From an optimization exercise on the open Yosys and OpenROAD flow, aimed at small area; shortcuts taken in it are not production practice. Only simulation tests tie the RTL to the original design; equivalence was not proved. The clock input has no modelled driver; a real chip could not lean on it and would need a root buffer or a full tree. Power and IR drop assume default switching activity.

Design top, start of the top module:
module top(
	clk,
	n_rst,
	bt,
	btstar,
	led
);
input clk;
input n_rst;
input [9:0] bt;
input btstar;
output led;
wire [9:0] bt_w;
wire btstar_w;
wire open_w;
bd_if u_bd_if(
    .clk(clk),
    .n_rst(n_rst),
    .bt_i(bt),
    .btstar_i(btstar),
    .led_i(open_w),
    .bt_o(bt_w),
    .btstar_o(btstar_w),
    .led_o(led)
);
doorlock_hdl u_doorlock(
    .clk(clk),
    .n_rst(n_rst),
    .bt(bt_w),
    .btstar(btstar_w),
    .opened(open_w)
);
endmodule
For scale: ~450 cells after synthesis, ~14 I/O pins, roughly 6500 um2 of cells after synthesis.
clock: 10.0 ns
lec_check: 0
cap_margin: 20
core_margin: 2
core_utilization: 70
slew_margin: 20
standard.sh (not shown) runs the stock make flow with config.mk's settings and CLKGATE_MAP_FILE= SYNTH_SCRIPT=/design/flow/synth_recipe.tcl, a recipe that flattens the netlist after the stock synthesis.
==> flow/flow/run.sh <==
#!/bin/bash
# The standard layout (standard.sh) with three changes:
# - after the standard synthesis, its combinational logic is re-mapped by
#   flow/reopt.ys (registers untouched), and the layout continues from that;
# - the port buffers are the smallest buffer (BUFFER_PORTS_ARGS);
# - clock tree synthesis inserts no dummy loads and uses small clusters
#   of small buffers (CTS_ARGS).
# Each tool's output goes to a log file in this folder.
set -euo pipefail
export BUFFER_PORTS_ARGS="-buffer_cell sky130_fd_sc_hd__buf_1"
export CTS_ARGS="-sink_clustering_enable -repair_clock_nets -dont_use_dummy_load -buf_list {sky130_fd_sc_hd__clkbuf_16} -sink_clustering_size 40 -sink_clustering_max_diameter 60"
R=$PWD/orfs/results/$FLOW_PLATFORM/top/base
LIB=$FLOW_HOME/platforms/$FLOW_PLATFORM/lib/sky130_fd_sc_hd__tt_025C_1v80.lib
YOSYS=$(command -v yosys || echo $FLOW_HOME/../tools/install/yosys/bin/yosys)
bash standard.sh $R/1_2_yosys.v > synth.log 2>&1
cp $R/1_2_yosys.v standard_1_2_yosys.v
sed -e "s#LIBFILE#$LIB#g; s#IN_NETLIST#$PWD/standard_1_2_yosys.v#; s#OUT_NETLIST#$PWD/reopt_1_2_yosys.v#" flow/reopt.ys > reopt_run.ys
"$YOSYS" -s reopt_run.ys > reopt.log 2>&1
cp reopt_1_2_yosys.v $R/1_2_yosys.v
bash standard.sh > standard.log 2>&1
==> flow/flow/reopt.ys <==
# Re-map the combinational logic of the standard synthesis netlist with a
# stronger area-oriented ABC script. Flip-flops (and tie cells) are kept as
# black boxes, so every register keeps its name and cell type.
read_liberty -ignore_miss_func LIBFILE
read_verilog IN_NETLIST
hierarchy -top top
setattr -mod -set blackbox 1 sky130_fd_sc_hd__df* sky130_fd_sc_hd__sdf* sky130_fd_sc_hd__edf* sky130_fd_sc_hd__sedf* sky130_fd_sc_hd__dl* sky130_fd_sc_hd__conb_1
flatten -noscopeinfo
opt_clean
abc -liberty LIBFILE -dont_use sky130_fd_sc_hd__probe_p_8 -dont_use sky130_fd_sc_hd__probec_p_8 -dont_use sky130_fd_sc_hd__lpflow_* -script +strash;&get,-n;&dch,-f;&nf,-a,-R,1000;&put
opt_clean -purge
hierarchy -top top
rename -enumerate
hilomap -singleton -hicell sky130_fd_sc_hd__conb_1 HI -locell sky130_fd_sc_hd__conb_1 LO
insbuf -buf sky130_fd_sc_hd__buf_4 A X
opt_clean -purge
tee -o reopt_stat.txt stat -liberty LIBFILE
write_verilog -noattr -noexpr -nohex -nodec OUT_NETLIST
Change:
--- a/flow/flow/run.sh
+++ b/flow/flow/run.sh
@@ -9,5 +9,5 @@
 set -euo pipefail
 export BUFFER_PORTS_ARGS="-buffer_cell sky130_fd_sc_hd__buf_1"
-export CTS_ARGS="-sink_clustering_enable -repair_clock_nets -dont_use_dummy_load -buf_list {sky130_fd_sc_hd__clkbuf_16} -sink_clustering_size 40 -sink_clustering_max_diameter 60"
+export CTS_ARGS="-sink_clustering_enable -repair_clock_nets -dont_use_dummy_load -buf_list {sky130_fd_sc_hd__clkbuf_8} -sink_clustering_size 20 -sink_clustering_max_diameter 50"
 R=$PWD/orfs/results/$FLOW_PLATFORM/top/base
 LIB=$FLOW_HOME/platforms/$FLOW_PLATFORM/lib/sky130_fd_sc_hd__tt_025C_1v80.lib
Hold slack degrades by 20 ps; combinational power stays flat; clock power fell by 15%; fmax fell by 0.67%; power fell by 3.8%; design area fell by 0.98%; via count rose by 0.76%; wire length fell by 0.50%; sequential share of layout area rose by 0.72 points.
Change:
--- a/flow/flow/run.sh
+++ b/flow/flow/run.sh
@@ -9,5 +9,5 @@
 set -euo pipefail
 export BUFFER_PORTS_ARGS="-buffer_cell sky130_fd_sc_hd__buf_1"
-export CTS_ARGS="-sink_clustering_enable -repair_clock_nets -dont_use_dummy_load -buf_list {sky130_fd_sc_hd__clkbuf_8} -sink_clustering_size 20 -sink_clustering_max_diameter 50"
+export CTS_ARGS="-sink_clustering_enable -repair_clock_nets -dont_use_dummy_load -buf_list {sky130_fd_sc_hd__clkbuf_4} -sink_clustering_size 10 -sink_clustering_max_diameter 40"
 R=$PWD/orfs/results/$FLOW_PLATFORM/top/base
 LIB=$FLOW_HOME/platforms/$FLOW_PLATFORM/lib/sky130_fd_sc_hd__tt_025C_1v80.lib
Total power went down by 1.1%.
Hold slack is better by 16 ps.
Worst setup slack is worse by 94 ps.
Cell count rose by 1.5%.
Core utilization decreases by 0.29 points.
Register-to-register slack gets better by 20 ps.
Via count increases by 1.9%.
Final area is lower by 0.38%.
Sequential share of layout area climbs by 0.28 points.
Change:
--- a/flow/flow/run.sh
+++ b/flow/flow/run.sh
@@ -9,5 +9,5 @@
 set -euo pipefail
 export BUFFER_PORTS_ARGS="-buffer_cell sky130_fd_sc_hd__buf_1"
-export CTS_ARGS="-sink_clustering_enable -repair_clock_nets -dont_use_dummy_load -buf_list {sky130_fd_sc_hd__clkbuf_4} -sink_clustering_size 10 -sink_clustering_max_diameter 40"
+export CTS_ARGS="-sink_clustering_enable -repair_clock_nets -dont_use_dummy_load -buf_list {sky130_fd_sc_hd__clkbuf_4} -sink_clustering_size 12 -sink_clustering_max_diameter 35"
 R=$PWD/orfs/results/$FLOW_PLATFORM/top/base
 LIB=$FLOW_HOME/platforms/$FLOW_PLATFORM/lib/sky130_fd_sc_hd__tt_025C_1v80.lib
Result:
- The new run passed the timing, DRC and antenna checks
- worst setup slack stays flat
- sequential share of layout area goes down by 0.24 points
- final area goes up by about 0.33%
- power goes up by 1.1%

* * *

## build 61
top, a different RTL version from the one above (not shown whole).
For scale: ~460 cells after synthesis, ~14 I/O pins.
clock: 10.0 ns
lec_check: 0
cap_margin: 20
core_margin: 2
core_utilization: 70
slew_margin: 20
==> flow/flow/run.sh <==
#!/bin/bash
# The standard layout (standard.sh) with three changes:
# - after the standard synthesis, its combinational logic is re-mapped by
#   flow/reopt.ys (registers untouched), and the layout continues from that;
# - the port buffers are the smallest buffer (BUFFER_PORTS_ARGS);
# - the clock tree is built by flow/cts_hook.tcl (a root buffer and one leaf
#   buffer per cluster of flip-flops) in place of TritonCTS.
# Each tool's output goes to a log file in this folder.
set -euo pipefail
export BUFFER_PORTS_ARGS="-buffer_cell sky130_fd_sc_hd__buf_1"
export PRE_CTS_TCL=$PWD/flow/cts_hook.tcl
export CTS_CLOCK_PORT=clk
export CTS_LEAF_BUF=sky130_fd_sc_hd__clkbuf_4
export CTS_LEAF_SIZE=11
export CTS_ROOT_BUF=sky130_fd_sc_hd__clkbuf_4
R=$PWD/orfs/results/$FLOW_PLATFORM/top/base
LIB=$FLOW_HOME/platforms/$FLOW_PLATFORM/lib/sky130_fd_sc_hd__tt_025C_1v80.lib
YOSYS=$(command -v yosys || echo $FLOW_HOME/../tools/install/yosys/bin/yosys)
bash standard.sh $R/1_2_yosys.v > synth.log 2>&1
cp $R/1_2_yosys.v standard_1_2_yosys.v
sed -e "s#LIBFILE#$LIB#g; s#IN_NETLIST#$PWD/standard_1_2_yosys.v#; s#OUT_NETLIST#$PWD/reopt_1_2_yosys.v#" flow/reopt.ys > reopt_run.ys
"$YOSYS" -s reopt_run.ys > reopt.log 2>&1
cp reopt_1_2_yosys.v $R/1_2_yosys.v
bash standard.sh > standard.log 2>&1
==> flow/flow/cts_hook.tcl <==
# Sourced by ORFS's cts.tcl (PRE_CTS_TCL) just before it calls
# clock_tree_synthesis. Replaces that command with a plain two-level clock
# tree: the clock port drives one root buffer, which drives one leaf buffer
# per cluster of at most CTS_LEAF_SIZE flip-flops. Clusters come from
# recursive bisection of the flip-flop positions, so every flip-flop sees
# the same two buffers between it and the clock port.

proc cts_split {sinks n} {
  set len [llength $sinks]
  if {$len <= $n} { return [list $sinks] }
  set xs {}; set ys {}
  foreach s $sinks { lappend xs [lindex $s 0]; lappend ys [lindex $s 1] }
  set xs [lsort -integer $xs]; set ys [lsort -integer $ys]
  set dx [expr {[lindex $xs end] - [lindex $xs 0]}]
  set dy [expr {[lindex $ys end] - [lindex $ys 0]}]
  set key [expr {$dx >= $dy ? 0 : 1}]
  set sorted [lsort -integer -index $key $sinks]
  set k [expr {($len + $n - 1) / $n}]
  set left [expr {int(round(double($len) * ($k / 2) / $k))}]
  if {$left < 1} { set left 1 }
  return [concat [cts_split [lrange $sorted 0 [expr {$left - 1}]] $n] \
                 [cts_split [lrange $sorted $left end] $n]]
}

proc cts_center {sinks} {
  set sx 0; set sy 0
  foreach s $sinks { incr sx [lindex $s 0]; incr sy [lindex $s 1] }
  set l [llength $sinks]
  return [list [expr {$sx / $l}] [expr {$sy / $l}]]
}

rename clock_tree_synthesis tritoncts_clock_tree_synthesis
proc clock_tree_synthesis {args} {
  set n $::env(CTS_LEAF_SIZE)
  set db [ord::get_db]
  set block [ord::get_db_block]
  set clk_net [[$block findBTerm $::env(CTS_CLOCK_PORT)] getNet]
  set leaf_master [$db findMaster $::env(CTS_LEAF_BUF)]
  set root_master [$db findMaster $::env(CTS_ROOT_BUF)]
  set sinks {}
  foreach it [$clk_net getITerms] {
    set bb [[$it getInst] getBBox]
    lappend sinks [list [expr {([$bb xMin] + [$bb xMax]) / 2}] \
                        [expr {([$bb yMin] + [$bb yMax]) / 2}] $it]
  }
  set clusters [cts_split $sinks $n]
  puts "own clock tree: [llength $sinks] sinks in [llength $clusters] leaf clusters"

  set root [odb::dbInst_create $block $root_master clkbuf_root]
  lassign [cts_center $sinks] x y
  $root setLocation $x $y
  $root setPlacementStatus PLACED
  set root_net [odb::dbNet_create $block clknet_root]
  $root_net setSigType CLOCK
  [$root findITerm A] connect $clk_net
  [$root findITerm X] connect $root_net

  set i 0
  foreach c $clusters {
    set b [odb::dbInst_create $block $leaf_master clkbuf_leaf_$i]
    lassign [cts_center $c] x y
    $b setLocation $x $y
    $b setPlacementStatus PLACED
    set net [odb::dbNet_create $block clknet_leaf_$i]
    $net setSigType CLOCK
    [$b findITerm A] connect $root_net
    [$b findITerm X] connect $net
    foreach s $c {
      set it [lindex $s 2]
      $it disconnect
      $it connect $net
    }
    puts "  leaf $i: [llength $c] sinks"
    incr i
  }
  set_propagated_clock [all_clocks]
}
Other scripts of this flow, unchanged in this note and not shown: flow/flow/reopt.ys
Build 61: no failed stages, no open violations at the end
The inputs of build 5 differ from those of build 61 as listed below.
-- flow/flow/run.sh --
<<< build 61, line 14
export CTS_LEAF_SIZE=11
export CTS_ROOT_BUF=sky130_fd_sc_hd__clkbuf_4
>>> build 5, line 14
export CTS_LEAF_SIZE=12
export CTS_ROOT_BUF=sky130_fd_sc_hd__clkbuf_8
Notes after the runs:
- Summary of build 5 over build 61: maximum resistive drop on vdd climbed about 1.3%; fraction of the core area covered by cells at the end of the flow barely changed; via total after detailed routing climbed 50; growth of design area from synthesis to finish barely changed.
- The global-route usage was comparable across build 61 and build 5.
- Build 5 can be clocked faster than build 61.
- NOTE: least setup slack across all paths after layout in build 5 exceeds that of build 61
> inputs changed (build 5 -> build 74)
Settings: CORE_UTILIZATION now 80, was 70.
-- flow/flow/run.sh --
<<< build 5, line 14
export CTS_LEAF_SIZE=12
export CTS_ROOT_BUF=sky130_fd_sc_hd__clkbuf_8
>>> build 74, line 14
export CTS_LEAF_SIZE=11
export CTS_ROOT_BUF=sky130_fd_sc_hd__clkbuf_4
### Flow results
Build 74 finished every step from synthesis to the final layout, and the layout passed the timing, DRC and antenna checks.
Build 74 vs build 5: fmax down by a few percent
In the metrics for build 5 and build 74, the one carrying the higher worst-case hold slack is build 5.
Measured against build 5, the number of well taps of build 74 comes out at 0.919 times the reference value.
Diff build 5 -> build 74 | net switching component of the power | up by a little under 10%
Fraction of area in multi-input gates: build 5 vs build 74 — no meaningful difference
When build 74 is measured against build 5, its routed wire length turns out 27% higher.
The via count number comes out lower for build 5 vs build 74.
Edits applied to the flow inputs when going from build 74 to build 77:
Settings: swapping 80 for 70 in CORE_UTILIZATION.
-- flow/flow/run.sh --
<<< build 74, line 13
export CTS_LEAF_BUF=sky130_fd_sc_hd__clkbuf_4
export CTS_LEAF_SIZE=11
>>> build 77, line 13
export CTS_LEAF_BUF=sky130_fd_sc_hd__clkbuf_8
export CTS_LEAF_SIZE=22
Findings:
- Going from build 74 to build 77, the die area was enlarged.
- Compared with build 74, in build 77 power shows a reduction of about 3%; global routing met2 resource utilization shows a reduction of 18 points; data arrival time at the worst-slack endpoint shows a reduction of 0.18 ns; fraction of final layout cells with drive strength greater than 1 shows a reduction of 1.8 points.
- [compare] base=build 74 new=build 77: achievable frequency rose 4.5%; final setup skew now sits lower.
- Design area: build 77 vs build 74, no meaningful difference
- Build 77 vs. build 74: net switching fraction of the power lost 2.2 points, number of cells after detailed placement rose 9, synthesis-to-layout area growth ~0 delta.
No run of this note takes its clock network from TritonCTS; it comes from the design's own scripts or RTL.

* * *

## main
The RTL this note starts from:
==> flow/design.v <==
module debounc_1 (
	clk,
	n_rst,
	din,
	rise
);
input clk;
input n_rst;
input din;
output rise;
localparam [14:0] LOAD = 15'h1484;
reg [14:0] cnt;
reg din_d1;
reg dout_d1;
wire restart = din ^ din_d1;
wire idle = ~|cnt[13:0];
wire zero = idle & ~cnt[14];
wire [14:0] cnt_step = {cnt[13:0], ~(cnt[14] ^ cnt[7]) & ~idle};
assign rise = zero & din_d1 & ~dout_d1;
always @(posedge clk or negedge n_rst)
	if(!n_rst) begin
		din_d1 <= 1'b0;
		cnt <= 15'h0;
		dout_d1 <= 1'b0;
	end
	else begin
		din_d1 <= din;
		cnt <= restart ? LOAD : cnt_step;
		if (zero) dout_d1 <= din_d1;
	end
endmodule
module debounc_2 (
	clk,
	n_rst,
	din,
	rise
);
input clk;
input n_rst;
input din;
output rise;
localparam [14:0] LOAD = 15'h1484;
localparam [14:0] LOAD_NEXT = 15'h2908;
reg [14:0] cnt;
reg din_d1;
reg dnext;
reg up;
wire restart = din ^ din_d1;
wire idle = ~|cnt[13:0];    
wire [14:0] cnt_step = {cnt[13:0], ~(cnt[14] ^ cnt[7]) & ~idle};
wire start = idle & restart;
assign rise = up & (cnt == LOAD_NEXT);
always @(posedge clk or negedge n_rst)
	if(!n_rst) begin
		din_d1 <= 1'b0;
		cnt <= 15'h0;
		dnext <= 1'b0;
		up <= 1'b0;
	end
	else begin
		din_d1 <= din;
		cnt <= cnt_step | ({15{start}} & LOAD);
		if (start) begin
			dnext <= din;
			up <= din & ~dnext;
		end
	end
endmodule
module debounc_3 (
	clk,
	n_rst,
	din,
	rise
);
input clk;
input n_rst;
input din;
output rise;
localparam [14:0] LOAD = 15'h1484;
reg [14:0] cnt;
reg din_d1;
reg dout_d1;
wire restart = din ^ din_d1;
wire idle = ~|cnt[13:0];
wire zero = idle & ~cnt[14];
wire [14:0] cnt_step = {cnt[13:0], ~(cnt[14] ^ cnt[7]) & ~idle};
assign rise = zero & din_d1 & ~dout_d1;
always @(posedge clk or negedge n_rst)
	if(!n_rst) begin
		din_d1 <= 1'b0;
		cnt <= 15'h0;
		dout_d1 <= 1'b0;
	end
	else begin
		din_d1 <= din;
		cnt <= cnt_step | ({15{idle & restart}} & LOAD);
		if (zero) dout_d1 <= din_d1;
	end
endmodule
module edge_det_p(
    clk,
    n_rst,
    b0,
    b0_on
);
input clk;
input n_rst;
input b0;
output b0_on;
reg b0_d1;
always @(posedge clk or negedge n_rst)
if(!n_rst) begin
    b0_d1 <= 1'b0;
end
else begin
    b0_d1 <= b0;
end
assign b0_on = b0 & ~b0_d1;
endmodule
module led(
  clk,
  n_rst,
  din,
  dout
  );
input clk;
input n_rst;
input din;
output dout;
localparam [19:0] LOAD = 20'h5665;
reg [19:0] counter;
wire idle = ~|counter[18:0];    
wire [19:0] step = {counter[18:0], ~(counter[19] ^ counter[16]) & ~idle};
always @(posedge clk or negedge n_rst)
  if (!n_rst) counter <= 20'h0;
  else counter <= din ? LOAD : step;
assign dout = ~idle;
endmodule
module doorlock_hdl(
  clk,
  n_rst,
  bt,
  btstar,
  opened
);
input clk;
input n_rst;
input [9:0] bt;
input btstar;
output opened;
parameter S_IDLE = 3'h0;
parameter S_FIRST = 3'h1;
parameter S_SEC = 3'h3;
parameter S_LAST = 3'h6;
parameter S_OPEN = 3'h4;
parameter S_FAKE = 3'h2;
parameter S_IDLE_O = 3'h5;
reg [2:0] c_state, n_state;
wire bt_any = |bt;
always @(posedge clk or negedge n_rst)
  if(!n_rst) c_state <= S_IDLE;
  else c_state <= n_state;
always @(*)
  case (c_state)
    S_IDLE, S_IDLE_O : n_state = bt[1] ? S_FIRST : S_IDLE;
    S_FIRST : n_state = bt[2] ? S_SEC : (btstar | bt_any) ? S_IDLE : S_FIRST;
    S_SEC : n_state = bt[7] ? S_LAST : btstar ? S_IDLE : bt_any ? S_FAKE : S_SEC;
    S_LAST : n_state = btstar ? S_OPEN : bt[7] ? S_LAST : bt_any ? S_FAKE : S_LAST;
    S_OPEN : n_state = S_IDLE_O;
    S_FAKE : n_state = bt[7] ? S_LAST : btstar ? S_IDLE : S_FAKE;
    default : n_state = S_IDLE;
  endcase
assign opened = (c_state == S_IDLE_O);
endmodule
module bd_if(
  clk,
  n_rst,
  bt_i,
  btstar_i,
  led_i,
  bt_o,
  btstar_o,
  led_o
  );
input clk;
input n_rst;
input [9:0] bt_i;
input btstar_i;
input led_i;
output [9:0] bt_o;
output btstar_o;
output led_o;
debounc_1 u_debounc0(.clk(clk), .n_rst(n_rst), .din(bt_i[0]), .rise(bt_o[0]));
debounc_1 u_debounc1(.clk(clk), .n_rst(n_rst), .din(bt_i[1]), .rise(bt_o[1]));
debounc_2 u_debounc2(.clk(clk), .n_rst(n_rst), .din(bt_i[2]), .rise(bt_o[2]));
debounc_2 u_debounc3(.clk(clk), .n_rst(n_rst), .din(bt_i[3]), .rise(bt_o[3]));
debounc_2 u_debounc4(.clk(clk), .n_rst(n_rst), .din(bt_i[4]), .rise(bt_o[4]));
debounc_2 u_debounc5(.clk(clk), .n_rst(n_rst), .din(bt_i[5]), .rise(bt_o[5]));
debounc_3 u_debounc6(.clk(clk), .n_rst(n_rst), .din(bt_i[6]), .rise(bt_o[6]));
debounc_3 u_debounc7(.clk(clk), .n_rst(n_rst), .din(bt_i[7]), .rise(bt_o[7]));
debounc_3 u_debounc8(.clk(clk), .n_rst(n_rst), .din(bt_i[8]), .rise(bt_o[8]));
debounc_3 u_debounc9(.clk(clk), .n_rst(n_rst), .din(bt_i[9]), .rise(bt_o[9]));
edge_det_p u_edgedet_pstar(.clk(clk), .n_rst(n_rst), .b0(~btstar_i), .b0_on(btstar_o));
led u_led(.clk(clk), .n_rst(n_rst), .din(led_i), .dout(led_o));
endmodule
module top(
	clk,
	n_rst,
	bt,
	btstar,
	led
);
input clk;
input n_rst;
input [9:0] bt;
input btstar;
output led;
wire [9:0] bt_w;
wire btstar_w;
wire open_w;
bd_if u_bd_if(
    .clk(clk),
    .n_rst(n_rst),
    .bt_i(bt),
    .btstar_i(btstar),
    .led_i(open_w),
    .bt_o(bt_w),
    .btstar_o(btstar_w),
    .led_o(led)
);
doorlock_hdl u_doorlock(
    .clk(clk),
    .n_rst(n_rst),
    .bt(bt_w),
    .btstar(btstar_w),
    .opened(open_w)
);
endmodule
Settings: LEC_CHECK=0, CAP_MARGIN=20, CORE_MARGIN=2, CORE_UTILIZATION=70, SLEW_MARGIN=20; clock period 10.0 ns.
==> flow/flow/run.sh <==
#!/bin/bash
# The standard layout (standard.sh) with three changes:
# - after the standard synthesis, its combinational logic is re-mapped by
#   flow/reopt.ys (registers untouched), and the layout continues from that;
# - the port buffers are the smallest buffer (BUFFER_PORTS_ARGS);
# - the clock tree is built by flow/cts_hook.tcl (a root buffer and one leaf
#   buffer per cluster of flip-flops) in place of TritonCTS.
# Each tool's output goes to a log file in this folder.
set -euo pipefail
export BUFFER_PORTS_ARGS="-buffer_cell sky130_fd_sc_hd__buf_1"
export PRE_CTS_TCL=$PWD/flow/cts_hook.tcl
export CTS_CLOCK_PORT=clk
export CTS_LEAF_BUF=sky130_fd_sc_hd__clkbuf_16
export CTS_LEAF_SIZE=36
export CTS_ROOT_BUF=sky130_fd_sc_hd__clkbuf_4
R=$PWD/orfs/results/$FLOW_PLATFORM/top/base
LIB=$FLOW_HOME/platforms/$FLOW_PLATFORM/lib/sky130_fd_sc_hd__tt_025C_1v80.lib
YOSYS=$(command -v yosys || echo $FLOW_HOME/../tools/install/yosys/bin/yosys)
bash standard.sh $R/1_2_yosys.v > synth.log 2>&1
cp $R/1_2_yosys.v standard_1_2_yosys.v
sed -e "s#LIBFILE#$LIB#g; s#IN_NETLIST#$PWD/standard_1_2_yosys.v#; s#OUT_NETLIST#$PWD/reopt_1_2_yosys.v#" flow/reopt.ys > reopt_run.ys
"$YOSYS" -s reopt_run.ys > reopt.log 2>&1
cp reopt_1_2_yosys.v $R/1_2_yosys.v
bash standard.sh > standard.log 2>&1
==> flow/flow/reopt.ys <==
# Re-map the combinational logic of the standard synthesis netlist with a
# stronger area-oriented ABC script. Flip-flops (and tie cells) are kept as
# black boxes, so every register keeps its name and cell type.
read_liberty -ignore_miss_func LIBFILE
read_verilog IN_NETLIST
hierarchy -top top
setattr -mod -set blackbox 1 sky130_fd_sc_hd__df* sky130_fd_sc_hd__sdf* sky130_fd_sc_hd__edf* sky130_fd_sc_hd__sedf* sky130_fd_sc_hd__dl* sky130_fd_sc_hd__conb_1
flatten -noscopeinfo
opt_clean
abc -liberty LIBFILE -dont_use sky130_fd_sc_hd__probe_p_8 -dont_use sky130_fd_sc_hd__probec_p_8 -dont_use sky130_fd_sc_hd__lpflow_* -script +strash;dc2;dc2;&get,-n;&dch,-f;&nf,-a,-R,1000;&dch,-f;&nf,-a,-R,1000;&put;mfs3,-a
opt_clean -purge
hierarchy -top top
rename -enumerate
hilomap -singleton -hicell sky130_fd_sc_hd__conb_1 HI -locell sky130_fd_sc_hd__conb_1 LO
insbuf -buf sky130_fd_sc_hd__buf_4 A X
opt_clean -purge
tee -o reopt_stat.txt stat -liberty LIBFILE
write_verilog -noattr -noexpr -nohex -nodec OUT_NETLIST
Scripts as last shown in full above: flow/flow/cts_hook.tcl
The following lists how the feature branch was set up differently from main:
diff --git a/flow/flow/run.sh b/flow/flow/run.sh
--- a/flow/flow/run.sh
+++ b/flow/flow/run.sh
@@ -11,6 +11,6 @@
 export PRE_CTS_TCL=$PWD/flow/cts_hook.tcl
 export CTS_CLOCK_PORT=clk
-export CTS_LEAF_BUF=sky130_fd_sc_hd__clkbuf_16
-export CTS_LEAF_SIZE=36
+export CTS_LEAF_BUF=sky130_fd_sc_hd__clkbuf_4
+export CTS_LEAF_SIZE=11
 export CTS_ROOT_BUF=sky130_fd_sc_hd__clkbuf_4
 R=$PWD/orfs/results/$FLOW_PLATFORM/top/base
diff --git a/flow/config.mk b/flow/config.mk
--- a/flow/config.mk
+++ b/flow/config.mk
@@ -8,4 +8,4 @@
 export CAP_MARGIN = 20
 export CORE_MARGIN = 2
-export CORE_UTILIZATION = 70
+export CORE_UTILIZATION = 60
 export SLEW_MARGIN = 20
### Flow results
Comparing the feature branch against main, there is no change at all in count of maximum capacitance violations.
Across both runs, non-filler instance count after layout was higher for the feature branch than for main.
The feature branch vs main on floorplan row count: the feature branch is the higher one.
Total power, the feature branch vs main: down slightly
Compared the feature branch vs main, and time the worst path needs with I/O delays and setup is up in the feature branch.
The feature branch vs. main: number of vias in the routed layout went up by 1.3%.
Routability congestion estimate from global placement: main and the feature branch compared, lower one is main
As far as multi-input logic cell count goes, the feature branch and main are indistinguishable; the numbers are identical.
The higher final instance area came out of the feature branch.
Die size: the feature branch exceeds main
In every run of this note, the design's own scripts or RTL, not TritonCTS, make the clock network.

re-timing with driven ports:
The results above use ideal ports. As a check the final layouts listed here were re-extracted and re-timed, cells and wires unchanged. Step 1, drivers: a clkbuf_16 drives clk and a buf_2 each remaining input, both assumed. Step 2, shift: input delay + t, output delay - t, t = (earliest + latest rising clock arrival at the registers) / 2. This alone moves slack from input paths to output paths. Three values: no drivers, after step 1, after step 2; two values: the first two.
run | shift t [ns] | slack for setup (ns) | worst setup path at the end | worst data-port slew with drivers (ns) | pins driven straight from the clock port
the first run of note 1 | 0.473 | 6.292 / 6.253 / 6.715 | input, reset recovery | 0.04 | 1
the second run of note 1 | 0.496 | 6.267 / 6.236 / 6.705 | input, reset recovery | 0.04 | 1
the third run of note 1 | 0.599 | 6.173 / 6.143 / 6.724 | input, reset recovery | 0.04 | 1
the fourth run of note 1 | 0.609 | 6.174 / 6.142 / 6.708 | input, reset recovery | 0.04 | 1
build 61 | 0.611 | 6.022 / 5.993 / 6.389 | input, reset recovery | 0.03 | 1
build 5 | 0.475 | 6.151 / 6.119 / 6.378 | input, reset recovery | 0.03 | 1
build 74 | 0.597 | 5.904 / 5.874 / 6.015 | input, reset recovery | 0.03 | 1
build 77 | 0.528 | 6.081 / 6.051 / 6.396 | input, reset recovery | 0.03 | 1
main | 0.524 | 6.076 / 6.047 / 6.396 | input, reset recovery | 0.03 | 1
the feature branch | 0.609 | 6.011 / 5.979 / 6.588 | register to output | 0.04 | 1
After both steps every run listed still meets setup and hold. The worst setup slack also covers recovery checks on asynchronous resets.
